From an optimization exercise on the open Yosys and OpenROAD flow, aimed at small area, a short achievable clock period and few clock cycles; shortcuts taken in it are not production practice. In this exercise RTL edits were held to simulation tests only and were not proved equivalent to the original. Power is estimated from default activity; no workload was simulated.

## flow/design.v (module list and top-level ports; edited modules follow where they fit)
// module HAMMING_IP: 23 lines
// module MDC: 252 lines
// module boothmac: 878 lines
module MDC(
    clk,
    rst_n,
    in_valid,
    in_data,
    in_mode,
    out_valid,
    out_data
);
  // ...
==> flow/flow/run.sh <==
#!/bin/bash
# The standard layout (standard.sh) with the standard synthesis unchanged.  Two changes to how
# the layout is made, none to the constraints (the standard flow's SDC: clock period, I/O delays, loads):
#  - the resizer's timing repair aims at a larger setup margin (flow/margin.txt, in ns);
#  - the port buffers that the standard flow inserts use buf_2 cells.
# Each tool's output goes to its own log here (synth.log, layout.log) and under orfs/logs.
set -euo pipefail
MARGIN=$(cat flow/margin.txt)
bash standard.sh synth > synth.log 2>&1
sed 's/"\${@:-finish}"/SETUP_SLACK_MARGIN='"$MARGIN"' "BUFFER_PORTS_ARGS=-buffer_cell sky130_fd_sc_hd__buf_2" "${@:-finish}"/' standard.sh > standard_margin.sh
grep -q "SETUP_SLACK_MARGIN=$MARGIN" standard_margin.sh
bash standard_margin.sh finish > layout.log 2>&1
==> flow/flow/margin.txt <==
8
==> flow/standard.sh <==
#!/bin/bash
# synth_recipe.tcl (not shown) runs the flow's synth.tcl, then flattens the netlist and writes it again
# the make line also repeats each setting of config.mk as NAME=value (left out here)
make -C /OpenROAD-flow-scripts/flow DESIGN_CONFIG=/design/flow/config.mk WORK_HOME=/design/flow/orfs CLKGATE_MAP_FILE= SYNTH_SCRIPT=/design/flow/synth_recipe.tcl "${@:-finish}"
==> flow/config.mk <==
export PLATFORM = sky130hd
export DESIGN_NAME = MDC
export DESIGN_NICKNAME = MDC
export VERILOG_FILES = /design/flow/design.v
export SDC_FILE = /design/flow/constraint.sdc
export NUM_CORES = 4
export LEC_CHECK = 0
export CAP_MARGIN = 20
export CORE_MARGIN = 2
export CORE_UTILIZATION = 40
export SETUP_SLACK_MARGIN = 5
export SLEW_MARGIN = 20
==> flow/constraint.sdc <==
create_clock -name core_clock -period 13.5 [get_ports {clk}]
set_input_delay 2.7000 -clock core_clock [delete_from_list [all_inputs] [get_ports {clk}]]
set_output_delay 2.7000 -clock core_clock [all_outputs]
set_load 0.01 [all_outputs]
==> metrics.cfg, run 1 <==
[routing]
wl_per_cell_um=36.7
top_layer=met5
drt_iter0_drc=8050
route.detailed.drc=0

[power]
p_seq_mw=2.69
power_mw=15.7
power.density_mw_per_mm2=282
seqPwrFrac_pct=17.2
p_switching_mw=7.94

[timing]
slew_headroom_pct=14.4
timing.fmax_ghz=0.174
rsz0062_at_grt=true

[place]
dp.final_hpwl_um=177000

[logic_synthesis]
netlist_top_cells_count=inv_1, a22oi_1, nand2_1
synth_simple_gate_area_share_pct=9.70

[die]
dieArea_mm2=0.120
dieHeight_um=346
tap-cell-count=1524

[worst_setup_path]
required_ns=13.93
worstPathMaxFanout=7
path_delay_family=adder cells
r2r_end=Y2[21]$_DFF_P_
r2r_setup_slack_ns=7.77

[hold_path]
hold_start=fin_r$_DFF_PN0_
hold_path_depth=0

[global_route]
antenna_found_initial=28

[layout]
final_area_mm2=0.0557
dominant_cells=multi-input combinational cells
n_all_buffers=532

[clocking]
numCtsBuffers=59
ctsHoldBuffers=0
htreeDepth=2

[status]
status=complete, no violations

Testbench counts, summed over its fixed seeds: cycles 8,648.
==> inputs of run 2 (changes only) <==
--- a/flow/config.mk
+++ b/flow/config.mk
@@ -9,4 +9,5 @@
 export CORE_MARGIN = 2
 export CORE_UTILIZATION = 40
+export CTS_BUF_LIST = sky130_fd_sc_hd__clkbuf_8
 export SETUP_SLACK_MARGIN = 5
 export SLEW_MARGIN = 20
==> metrics.cfg, run 2 <==
[layout]
mostFrequentLayoutCells=inv_1, a22oi_1, edfxtp_1  ; unchanged
final_layout_size_suffix_gt1_share_pct=21.1  ; was 21.2%
nets=5638  ; was 5,644
seq_area_mm2=0.0141  ; about the same
final_cells=6707  ; was 6,687
layout_commonest_cell=inv_1  ; unchanged
n_fill_cell=10900  ; was 10,800
multi_input_area_mm2=0.0319  ; about the same
syn_to_final_growth_pct=18.2  ; was 19.1%

[worst_setup_path]
required_ns=14.03  ; was 13.93 ns
cp_data_arrival_time_ns=6.32  ; was 6.16 ns
r2r_setup_slack_ns=7.71  ; was 7.77 ns
r2r_end=Y2[21]$_DFF_P_  ; unchanged
r2r_cells=20  ; unchanged
crit_path_start_kind=flop  ; unchanged
r2r_start=Y1[12]$_DFF_P_  ; was BX1[8]$_DFF_P_
end_kind=flop  ; unchanged
crit_type=flop to flop  ; unchanged
worstPathMaxFanout=11  ; was 7

[logic_synthesis]
synthArstFlopShare_pct=1.38  ; unchanged
synthCells=4926  ; unchanged
syn_area_per_cell_um2=9.49  ; unchanged
syn_nets=5470  ; unchanged
synth_edf_count=362  ; unchanged
ys_warn_count=3  ; unchanged
netlist_top_cells_count=inv_1, a22oi_1, nand2_1  ; unchanged
synth_top_cell_by_area=edfxtp_1  ; unchanged
ys_ff_latch=506  ; unchanged
ys_seq_area_share_pct=29.5  ; unchanged
yosysMostFrequentCell=inv_1  ; unchanged
synth_area_leaders=edfxtp_1, fa_1, a22oi_1, xnor2_1, dfxtp_1  ; unchanged
synth_ff_type=edfxtp_1  ; unchanged
syn_area_mm2=0.0468  ; unchanged
ys_types=82  ; unchanged
synth_top_area_share_pct=23.3  ; unchanged

[timing]
skew_ns=0.0679  ; was 0.0342 ns
tns_ns=0  ; unchanged
timing.fmax_ghz=0.173  ; was 0.174 GHz
drv_slew=0  ; unchanged
worstMarginPinSlew_ns=1.28  ; about the same
rsz0062_at_grt=true  ; unchanged
hold_viol=0  ; unchanged
layout_min_cycle_time_ns=5.79  ; was 5.73 ns
finalSetupViolations=0  ; unchanged
slew_headroom_pct=14.4  ; about the same
period_share_pct=42.9  ; was 42.5%

[die]
start_util_pct=40.3  ; unchanged
io_pins=235  ; unchanged
die_x_um=346  ; unchanged
dieHeight_um=346  ; unchanged
coreArea_mm2=0.116  ; unchanged
dieArea_mm2=0.120  ; unchanged
row_count=125  ; unchanged

[power]
p_switching_mw=8.29  ; was 7.94 mW
irDropWorstVdd_mv=0.927  ; was 0.754 mV
power.density_mw_per_mm2=294  ; was 282 mW/mm2
clkPwrFrac_pct=10.1  ; was 10.7%
power.internal_mw=7.97  ; was 7.74 mW
switching_share_pct=51.0  ; was 50.6%
pwr-share-comb_pct=73.4  ; was 72.2%
leakagePower_nw=21.7  ; was 21.8 nW
seqPwrFrac_pct=16.6  ; was 17.2%

[place]
dp_cells=6368  ; unchanged
io_buffers=234  ; unchanged
dp.final_hpwl_um=177000  ; unchanged
place.gp.congestion=1.06  ; unchanged

[routing]
wl_per_cell_um=36.4  ; was 36.7 um
antenna_left=0  ; unchanged
vias_per_cell=6.76  ; was 6.80
dr.pass1.iters=15  ; was 12
route.detailed.drc=0  ; unchanged
wirelength_um=244000  ; was 245,000 um
drt_iter0_drc=8452  ; was 8,050
num_vias=45300  ; was 45,500

[hold_path]
hold_path_depth=0  ; unchanged
hold_path_end=out_valid$_DFF_PN0_  ; unchanged
hold_path_class=flop to flop  ; unchanged
hold_start=fin_r$_DFF_PN0_  ; unchanged

[clocking]
root_buffer=clkbuf_8  ; was clkbuf_16
cts_sinks=506  ; unchanged
path_clk_slew_ns=0.06  ; was 0.07 ns
numCtsBuffers=93  ; was 59
tritoncts=yes  ; unchanged
htreeDepth=3  ; was 2
worstSkewPairLatency_ns=0.81  ; was 0.68 ns
clk_path_buf_depth=3  ; unchanged

[global_route]
grt_max_degree=84  ; was 140
antenna_found_initial=20  ; was 28
grt_usage_pct=39.4  ; was 38.9%
grt_pass1_vias=43000  ; was 42,100
grt_remaining_overflow=0  ; unchanged
grt_pass1_wl_um=337000  ; was 333,000 um

[status]
status=complete, no violations  ; unchanged

[job]
drv_cap=0  ; unchanged

run 2: changes by cell type in the layout (fill, tap and decap cells not counted), moves of 11 or more:
cell / before / now
inv_1: 444 / 470
clkbuf_8: 0 / 103
clkinv_2: 12 / 24
buf_4: 211 / 192
a22oi_1: 382 / 400
a22oi_2: 68 / 50
clkbuf_16: 63 / 0
a211oi_1: 96 / 81
buf_6: 42 / 31
a211oi_2: 11 / 25
run 2: critical path, stage by stage (launching register included):
cell and delay (ns):
dfxtp_4 0.49, a22oi_2 0.12, xor2_1 0.17, fa_1 0.53
inv_1 0.06, fa_1 0.53, inv_1 0.05, fa_1 0.47
inv_1 0.05, fa_1 0.49, ha_4 0.33, and4_4 0.26
nand2_2 0.06, or4_4 0.43, o211ai_1 0.27, o21ai_2 0.18
a2111oi_4 0.33, o21ai_1 0.09, nand2b_1 0.18, xnor2_4 0.20
o2111ai_4 0.23
run 2: timing repair:
action / CTS / global route
setup endpoints to repair: 389 / 148
hold buffers: 0 / 0
pin swaps: 78 / 158
gates resized for setup: 420 / 221
cloned: 5 / 0
buffers inserted: 82 / 62
run 2: worst max-delay path by stage:
stage	slack (ns)	to	cells past startpoint	from
6_report	7.71	Y2[21]$_DFF_P_	20	Y1[12]$_DFF_P_
5_1_grt	7.62	Y2[21]$_DFF_P_	21	BX1[7]$_DFF_P_
4_1_cts	7.86	Y1[20]$_DFF_P_	18	BX1[1]$_DFF_P_
3_5_place_dp	6.67	Y1[6]$_DFF_P_	17	BX1[1]$_DFF_P_
3_3_place_gp	6.66	Y1[6]$_DFF_P_	17	BX1[1]$_DFF_P_
2_1_floorplan	7.99	Y1[18]$_DFF_P_	21	BX3[12]$_DFF_P_
run 2: power by group through the flow:
stage | combinational [mW] | clock [mW] | sequential, mW
after global routing | 12.5 | 1.69 | 2.70
after detailed placement | 8.47 | 0 | 2.74
final | 11.9 | 1.64 | 2.69
after CTS | 10.0 | 1.62 | 2.69
after floorplan | 5.51 | 0 | 2.60
after global placement | 8.39 | 0 | 2.74
run 2: per-layer routing:
layer	vias up	routed length [um]	track usage (%)
li1	18200	-	-
met1	22400	91200	50.1
met2	3866	98900	55.7
met3	884	37000	17.5
met4	16	16900	20.9
met5	-	402	1.20
run 2: per-stage QoR:
| step | setup slack (ns) | total power [mW] | hold slack, ns | util (%) | cell area [um2] |
|---|---|---|---|---|---|
| floorplan | 7.99 | 8.11 | 0.331 | - | 46800 |
| global placement | 6.66 | 11.1 | 0.337 | 42.4 | 49200 |
| detailed placement | 6.67 | 11.2 | 0.342 | 42.4 | 49200 |
| CTS | 7.86 | 14.4 | 0.356 | 46.2 | 53600 |
| global route | 7.62 | 16.9 | 0.369 | 47.6 | 55300 |
| finish | 7.71 | 16.3 | 0.356 | 47.6 | 55300 |
run 2: cells by family after synthesis:
group / count (synthesis) / share of synthesized area (%)
buffers and inverters: 880 / 7.11
xor gates and xnor gates: 548 / 10.4
muxes: 40 / 0.870
adders and majority gates: 518 / 19.1
DFF: 506 / 29.5
and+or+nand+nor: 967 / 9.70
AOI/OAI and AO/OA: 1467 / 23.4
run 2: layout make-up:
type	instances	area share, %
multi-input combinational	3542	57.8
sequential	506	25.4
timing repair buffer	492	6.58
tap	1524	3.45
inverter	459	3.12
clock buffer	103	2.56
clock inverter	71	1.04
antenna	10	0.0453
==> inputs of run 3 (changes only) <==
--- a/flow/config.mk
+++ b/flow/config.mk
@@ -6,8 +6,7 @@
 export NUM_CORES = 4
 export LEC_CHECK = 0
-export CAP_MARGIN = 20
+export CAP_MARGIN = 10
 export CORE_MARGIN = 2
 export CORE_UTILIZATION = 40
-export CTS_BUF_LIST = sky130_fd_sc_hd__clkbuf_8
 export SETUP_SLACK_MARGIN = 5
-export SLEW_MARGIN = 20
+export SLEW_MARGIN = 10
==> metrics.cfg, run 3 <==
[logic_synthesis]
ys_seq_area_share_pct=29.5  ; unchanged
syn_nets=5470  ; unchanged
ys_ff_latch=506  ; unchanged
synthXorXnorAreaFrac_pct=10.4  ; unchanged
syn_area_per_cell_um2=9.49  ; unchanged
synthAdderAreaFrac_pct=19.1  ; unchanged
synth_top_family_by_area=compound AO/OA/AOI/OAI gates  ; unchanged
syn_area_mm2=0.0468  ; unchanged
yosysMostFrequentCell=inv_1  ; unchanged
ys_types=82  ; unchanged
muxShareOfSynthArea_pct=0.870  ; unchanged
synth_top_cell_by_area=edfxtp_1  ; unchanged
synth_ff_type=edfxtp_1  ; unchanged
synth_top_area_share_pct=23.3  ; unchanged
synth_compound_area_share_pct=23.4  ; unchanged
synth_edf_count=362  ; unchanged
ys_warn_count=3  ; unchanged
synth_simple_gate_area_share_pct=9.70  ; unchanged
synthCells=4926  ; unchanged
netlist_top_cells_count=inv_1, a22oi_1, nand2_1  ; unchanged
synth_area_leaders=edfxtp_1, fa_1, a22oi_1, xnor2_1, dfxtp_1  ; unchanged
synthArstFlopShare_pct=1.38  ; unchanged

[layout]
final_layout_size_suffix_gt1_share_pct=21.0  ; was 21.1%
mostFrequentLayoutCells=inv_1, a22oi_1, edfxtp_1  ; unchanged
final_cells=6682  ; was 6,707
syn_to_final_growth_pct=19.1  ; was 18.2%
nets=5639  ; was 5,638
final_area_mm2=0.0557  ; was 0.0553 mm2
layout_commonest_cell=inv_1  ; unchanged
utilization_pct=48.0  ; was 47.6%

[clocking]
worstSkewPairLatency_ns=0.70  ; was 0.81 ns
root_buffer=clkbuf_16  ; was clkbuf_8
cts_sinks=506  ; unchanged
clk_path_buf_depth=3  ; unchanged
tritoncts=yes  ; unchanged
numCtsBuffers=59  ; was 93
path_clk_slew_ns=0.06  ; about the same
htreeDepth=2  ; was 3

[timing]
worstMarginPinSlew_ns=1.47  ; was 1.28 ns
drv_slew=0  ; unchanged
setup_slack_ns=7.76  ; was 7.71 ns
tns_ns=0  ; unchanged
rsz0062_at_grt=true  ; unchanged
whs_ns=0.354  ; was 0.356 ns
hold_viol=0  ; unchanged
layout_min_cycle_time_ns=5.74  ; was 5.79 ns
period_share_pct=42.5  ; was 42.9%
timing.fmax_ghz=0.174  ; was 0.173 GHz
slew_headroom_pct=2.22  ; was 14.4%
finalSetupViolations=0  ; unchanged
skew_ns=0.0520  ; was 0.0679 ns

[routing]
antenna_left=0  ; unchanged
route.detailed.drc=0  ; unchanged
vias_per_cell=6.77  ; was 6.76
dr.pass1.iters=17  ; was 15
wl_per_cell_um=36.8  ; was 36.4 um
drt_iter0_drc=8597  ; was 8,452
wirelength_um=246000  ; was 244,000 um
num_vias=45300  ; about the same

[place]
dp.final_hpwl_um=177000  ; about the same
placed_area_mm2=0.0492  ; about the same
io_buffers=234  ; unchanged
pre_cts_ws_ns=6.66  ; was 6.67 ns
dp_cells=6367  ; was 6,368
place.gp.congestion=1.06  ; unchanged

[power]
leakagePower_nw=21.8  ; was 21.7 nW
irDropWorstVdd_mv=0.719  ; was 0.927 mV
power_mw=16.1  ; was 16.3 mW
power.density_mw_per_mm2=290  ; was 294 mW/mm2

[worst_setup_path]
r2r_cells=21  ; was 20
crit_path_end=Y2[21]$_DFF_P_  ; unchanged
cp_data_arrival_time_ns=6.18  ; was 6.32 ns
required_ns=13.94  ; was 14.03 ns
r2r_end=Y2[21]$_DFF_P_  ; unchanged
crit_type=flop to flop  ; unchanged
end_kind=flop  ; unchanged
worstPathMaxFanout=7  ; was 11
crit_start=BX1[7]$_DFF_P_  ; was Y1[12]$_DFF_P_
r2r_start=BX1[7]$_DFF_P_  ; was Y1[12]$_DFF_P_
r2r_setup_slack_ns=7.76  ; was 7.71 ns
crit_path_start_kind=flop  ; unchanged

[die]
io_pins=235  ; unchanged
row_count=125  ; unchanged
start_util_pct=40.3  ; unchanged
die_x_um=346  ; unchanged
dieArea_mm2=0.120  ; unchanged
coreArea_mm2=0.116  ; unchanged
dieHeight_um=346  ; unchanged

[global_route]
grt_remaining_overflow=0  ; unchanged
grt_pass1_wl_um=337000  ; about the same
grt_pass1_vias=42700  ; was 43,000
grt_usage_pct=39.3  ; was 39.4%
antenna_found_initial=23  ; was 20
grt_max_degree=84  ; unchanged

[job]
drv_cap=0  ; unchanged

[status]
status=complete, no violations  ; unchanged

[hold_path]
hold_path_class=flop to flop  ; unchanged

-- run 3: repair_timing --
| item | 4_1_cts | 5_1_grt |
|---|---|---|
| setup endpoints to repair | 374 | 129 |
| buffers inserted | 98 | 80 |
| hold buffers | 0 | 0 |
| cloned | 6 | 4 |
| pin swaps | 87 | 148 |
| hold endpoints to repair | 0 | 0 |
| gates resized for setup | 428 | 216 |
-- run 3: cell families after synthesis --
kind of cell    after synthesis
compound gates             1467
fa+ha+maj                   518
flops                       506
xor+xnor                    548
buf+inv                     880
simple gates                967
mux                          40
-- run 3: report_power, final --
part           internal (mW)  switching [mW]  leakage, nW  total [mW]
combinational           4.41            7.33         16.3        11.7
clock                  0.942           0.756        0.961        1.70
sequential              2.53           0.161         4.57        2.70
-- run 3: final cells by class --
class / instances / area (um2)
sequential: 506 / 14100
tap: 1524 / 1910
fill: 10800 / 60400
clock inverter: 41 / 444
inverter: 459 / 1720
clock buffer: 71 / 1580
timing repair buffer: 527 / 4090
multi-input combinational: 3542 / 31800
antenna: 12 / 30.0
-- run 3: critical path, cell delays in order (launching register included) --
cell,delay [ns]
dfxtp_4,0.40
buf_6,0.16
a22oi_2,0.20
xor2_2,0.11
fa_1,0.53
inv_2,0.04
fa_1,0.52
inv_1,0.05
fa_1,0.52
inv_1,0.05
fa_1,0.50
ha_4,0.30
and4_4,0.25
nand2_2,0.05
or4_4,0.43
o211ai_1,0.24
o21ai_2,0.15
a2111oi_4,0.33
o21ai_0,0.12
nand2b_1,0.12
xnor2_2,0.21
o2111ai_4,0.22
-- run 3: worst min path at each step --
stage                         start                   to  slack (ns)  cells past startpoint
floorplan           fin_r$_DFF_PN0_  out_valid$_DFF_PN0_        0.33                      0
global placement    fin_r$_DFF_PN0_  out_valid$_DFF_PN0_        0.34                      0
detailed placement  fin_r$_DFF_PN0_  out_valid$_DFF_PN0_        0.34                      0
CTS                 fin_r$_DFF_PN0_  out_valid$_DFF_PN0_        0.36                      0
global route        fin_r$_DFF_PN0_  out_valid$_DFF_PN0_        0.37                      0
finish              fin_r$_DFF_PN0_  out_valid$_DFF_PN0_        0.35                      0
-- run 3: per-layer routing --
layer  global-route usage [%]  vias up  routed length, um
met5                    0.920        -                299
met4                     19.2       28              17500
met3                     16.4      876              37800
met2                     56.2     3844              99100
met1                     50.9    22400              91000
li1                         -    18100                  -

==> what the ideal ports hide <==
The results above use ideal ports. As a check the final layouts listed here were re-extracted and re-timed, cells and wires unchanged.
Step 1 assumes that a clkbuf_16 drives the clock port and a buf_2 every other input.
Step 2 adds t to the input delays and takes it off the output delays; t is the mean of the earliest and latest rising clock arrival at the registers after step 1. Input paths then give back, and output paths get back, about the clock's delay inside the block.
a / b / c = ideal ports / drivers / drivers and shift; a / b = the first two.
| run | t (ns) | setup slack, ns | hold slack, ns | worst setup path after step 2 | worst register clock-pin slew, ns |
|---|---|---|---|---|---|
| run 1 | 0.732 | 7.767 / 7.767 / 7.365 | 0.353 / 0.353 / 0.353 | input to register | 0.07 / 0.07 |
| run 2 | 0.842 | 7.714 / 7.714 / 7.102 | 0.356 / 0.356 / 0.356 | input to register | 0.08 / 0.08 |
| run 3 | 0.748 | 7.760 / 7.760 / 7.240 | 0.354 / 0.354 / 0.354 | input to register | 0.07 / 0.07 |
After both steps every run listed still meets setup and hold. The setup slack of run 2, which loses most, moves by 0.000 ns with the drivers and by -0.612 ns with both steps.
